This design comes from an exercise in tuning for small area, a short achievable clock period and few clock cycles per item on the open sky130 flow, not from production work. Function was checked by simulation only, so behaviour that the tests miss may differ from the original.

## flow/design.v (module list and top-level ports; edited modules follow where they fit)
// module Cfu: 4480 lines
module Cfu (
    input               cmd_valid,
    output              cmd_ready,
    input      [9:0]    cmd_payload_function_id,
    input      [31:0]   cmd_payload_inputs_0,
    input      [31:0]   cmd_payload_inputs_1,
    output              rsp_valid,
    input               rsp_ready,
    output     [31:0]   rsp_payload_outputs_0,
    input               reset,
    input               clk
);
  // ...
==> flow/flow/run.sh <==
#!/bin/bash
set -euo pipefail
bash standard.sh synth > synth.log 2>&1
bash standard.sh SETUP_SLACK_MARGIN=10 finish > layout.log 2>&1
==> flow/standard.sh <==
#!/bin/bash
# synth_recipe.tcl (not shown) runs the flow's synth.tcl, then flattens the netlist and writes it again
# the make line also repeats each setting of config.mk as NAME=value (left out here)
make -C /OpenROAD-flow-scripts/flow DESIGN_CONFIG=/design/flow/config.mk WORK_HOME=/design/flow/orfs CLKGATE_MAP_FILE= SYNTH_SCRIPT=/design/flow/synth_recipe.tcl "${@:-finish}"
==> flow/config.mk <==
export PLATFORM = sky130hd
export DESIGN_NAME = Cfu
export DESIGN_NICKNAME = Cfu
export VERILOG_FILES = /design/flow/design.v
export SDC_FILE = /design/flow/constraint.sdc
export NUM_CORES = 4
export LEC_CHECK = 0
export CAP_MARGIN = 20
export CORE_MARGIN = 2
export CORE_UTILIZATION = 40
export PLACE_DENSITY = 0.6
export SLEW_MARGIN = 20
==> flow/constraint.sdc <==
create_clock -name core_clock -period 15.0 [get_ports {clk}]
set_input_delay 3.0000 -clock core_clock [delete_from_list [all_inputs] [get_ports {clk}]]
set_output_delay 3.0000 -clock core_clock [all_outputs]
set_load 0.01 [all_outputs]
==> results.json, run 1 <==
{
  "status": "no timing/DRC/antenna violations",
  "r2r_start": "r1_A[14]",
  "cts_tree": "yes",
  "synthCells": 10839,
  "antenna_found_initial": 32,
  "top_layer": "met5",
  "grt_util_met1": 0.391,
  "taps": 3366,
  "final_area_mm2": 0.113,
  "top_regs": "r2_C: 74 flops, r2_S: 74 flops",
  "yosysSeqAreaShare": 0.229,
  "final_hold_viol_count": 0,
  "worstHoldPathCells": 0,
  "setup_tns_ns": 0,
  "cp_num_cells": 12,
  "synth_mux_area_frac": 0.0248,
  "portBuffers": 108,
  "die-area_mm2": 0.260,
  "holdCritStartpoint": "r1_op[1]",
  "dr_wl_met3_um": 47000,
  "wl_met2_um": 164000,
  "grt_pass1_vias": 85573,
  "endpoint": "r2_S[32]"
}
Testbench counts, summed over its fixed seeds: cycles 6,876, items 3,342.
==> inputs of run 2 (changes only) <==
==> flow/run.sh (new file) <==
#!/bin/bash
# synth_recipe.tcl (not shown) runs the flow's synth.tcl, then flattens the netlist and writes it again
# the make line also repeats each setting of config.mk as NAME=value (left out here)
make -C /OpenROAD-flow-scripts/flow DESIGN_CONFIG=/design/flow/config.mk WORK_HOME=/design/flow/orfs CLKGATE_MAP_FILE= SYNTH_SCRIPT=/design/flow/synth_recipe.tcl finish
removed: flow/flow/run.sh
removed: flow/standard.sh
==> results.json, run 2 <==
{
  "cts_root_buffer": "clkbuf_16",
  "setup_viol": 0,
  "slew_headroom": 0.110,
  "synth_cell_type_count": 109,
  "grtUsageTotal": 0.296,
  "initial_core_util": 0.403,
  "synth_top_area_cell": "fa_1",
  "seq_area_mm2": 0.0236,
  "drt-pass1-iter-count": 9,
  "drc": 0,
  "ys_ff_latch": 1022,
  "fill_cells": 24422,
  "post_cts_resized": 0,
  "die-area_mm2": 0.260,
  "grt_pass1_vias": 85171,
  "critPathLaunchType": "register",
  "cts_setup_buffers": 0,
  "finalClockSkew_ns": 0.0831,
  "top_regs": "r2_C: 74 flops, r2_S: 74 flops",
  "antenna_found_initial": 26,
  "avgViaCountPerCell": 6.02,
  "antenna_left": 0,
  "required_ns": 15.64,
  "cp-end-kind": "register",
  "numCtsBuffers": 117,
  "final_cell_mix": "inv_1 (1,579), fa_1 (1,195), a22oi_1 (1,007), xnor2_1 (644), dfxtp_1 (633)",
  "tightestPinTransition_ns": 1.32,
  "layout_worst_path_cycle_share": 0.403,
  "postRouteWirelength_um": 391000,
  "r2r_slack_ns": 8.95,
  "yosysWarnings": 1,
  "drive_gt1_frac": 0.0630,
  "grt_max_degree": 69,
  "synth_common_cells": "inv_1 (1,582), fa_1 (1,195), a22oi_1 (1,007), dfxtp_1 (720), clkbuf_1 (669)",
  "hold_class": "register to register",
  "synth_ff_type": "dfxtp_1",
  "portBuffers": 108,
  "syn_to_final_growth_pct": 8.08,
  "layout.nets": 12299,
  "num_rows": 185,
  "overflow": 0,
  "synth_edf_count": 302,
  "timing.hold.ws_ns": 0.292,
  "core_area_mm2": 0.254,
  "cts_num_sinks": 1022,
  "grt_pass1_wl_um": 571000,
  "fmax_ghz": 0.165,
  "cap_violations": 0,
  "final_hold_viol_count": 0,
  "ys_async_sr_fraction": 0,
  "synth_top_area_frac": 0.234,
  "clock_latency_ns": 0.83,
  "worst-endpoint-arrival_ns": 6.69,
  "netlist_area_mm2": 0.102,
  "synthCells": 10839,
  "drt_iter0_drc": 10347,
  "yosysSeqAreaShare": 0.229,
  "wl_per_cell_um": 28.1,
  "layout_commonest_cell": "inv_1",
  "final.min_clock_period_ns": 6.05,
  "multi_input_area_mm2": 0.0699,
  "htree_levels": 3,
  "avgSynthCellArea_um2": 9.44,
  "place_congestion": 0.989,
  "slew_viol_final": 0,
  "clockBufferDepth": 3,
  "grt_setup_unrepaired": "false",
  "cts.clk_slew.worst_paths_ns": 0.07,
  "cts_tree": "yes",
  "synthMostInstantiatedCell": "inv_1",
  "hold_buffers": 0,
  "crit_fanout": 9,
  "die_h_um": 510,
  "synth_fp_nets": 12674,
  "synthTopCellsByArea": "fa_1 (23%), dfxtp_1 (14%), edfxtp_1 (8.9%)",
  "die_w_um": 510,
  "dp_hpwl_um": 272000,
  "ios": 112,
  "num_vias": 83941,
  "status": "no timing/DRC/antenna violations",
  "crit_type": "register to register",
  "setup_tns_ns": 0
}
## run 2: final cells by class
cell class	count	share of cell area
Multi-Input combinational cell	7416	0.632
Sequential cell	1022	0.214
Inverter	1600	0.0543
Tap cell	3366	0.0381
Clock buffer	156	0.0298
Timing Repair Buffer	307	0.0232
Clock inverter	65	0.00855
Antenna cell	5	0.000113
## run 2: cell families after synthesis
group / synth area share
compound gates: 0.174
buf+inv: 0.0882
fa+ha+maj: 0.303
simple gates: 0.0725
xor+xnor: 0.108
flops: 0.229
mux: 0.0248
other cells: 0.0000366
## run 2: final timing paths
| kind | start | endpoint | cells after the start |
|---|---|---|---|
| worst min-delay path | r1_op[1] | r2_op[1] | 0 |
| worst max-delay path | pr_V[10] | lr[29] | 18 |
| worst max register to register | pr_V[10] | lr[29] | 18 |
| worst min register to register | r1_op[1] | r2_op[1] | 0 |
## run 2: worst max-delay path, stage by stage (launching register included)
cell and delay [ns]:
dfxtp_1 0.81, inv_1 0.20, fa_1 0.57, inv_1 0.05, fa_1 0.47, inv_1 0.04
ha_1 0.28, ha_1 0.33, and3_1 0.21, a221o_1 0.33, a31o_4 0.24, a2111oi_4 0.48
nor4_2 0.16, o31a_1 0.29, or2_1 0.30, a21oi_1 0.17, a21oi_1 0.07, xnor2_1 0.20
o311ai_1 0.67
## run 2: stage by stage
step           utilization  instances  area (µm²)  worst slack, ns
3_3_place_gp         0.418      13711      106000             9.13
4_1_cts              0.435      13932      111000             9.10
6_report             0.435      13937      111000             8.95
3_5_place_dp         0.418      13711      106000             9.10
5_1_grt              0.435      13933      111000             8.73
2_1_floorplan            -      10839      102000             9.23
## run 2: per-layer routing
metal	track usage	routed length (µm)	part of all wire	vias to the layer above
li1	-	-	-	35577
met1	0.399	157000	0.40	41732
met2	0.442	167000	0.43	5392
met3	0.0830	47100	0.12	1212
met4	0.129	20400	0.052	28
met5	0.00128	356	0.00091	-

re-timing with driven ports:
Ports are ideal in the flow. The routed layouts listed here were re-timed in OpenROAD. Step 1, drivers: a clkbuf_16 drives clk and a buf_2 each remaining input, both assumed. Step 2 times the ports against the registers' clock, not the clock port: input delays grow and output delays shrink by t, the midpoint of the rising clock arrivals with the driver on. Slacks: ideal ports / drivers / drivers and shift; pairs: ideal ports / drivers.
run | t, ns | setup slack, ns | slew at the worst register clock pin (ns) | worst slew at a driven data input, ns
run 1 | 0.854 | 9.977 / 9.977 / 9.312 | 0.07 / 0.07 | 0.06
run 2 | 0.877 | 8.948 / 8.948 / 8.948 | 0.08 / 0.08 | 0.07
After both steps setup and hold are still met in every run listed. The setup slack of run 1, which loses most, moves by 0.000 ns with the drivers and by -0.665 ns with both steps.
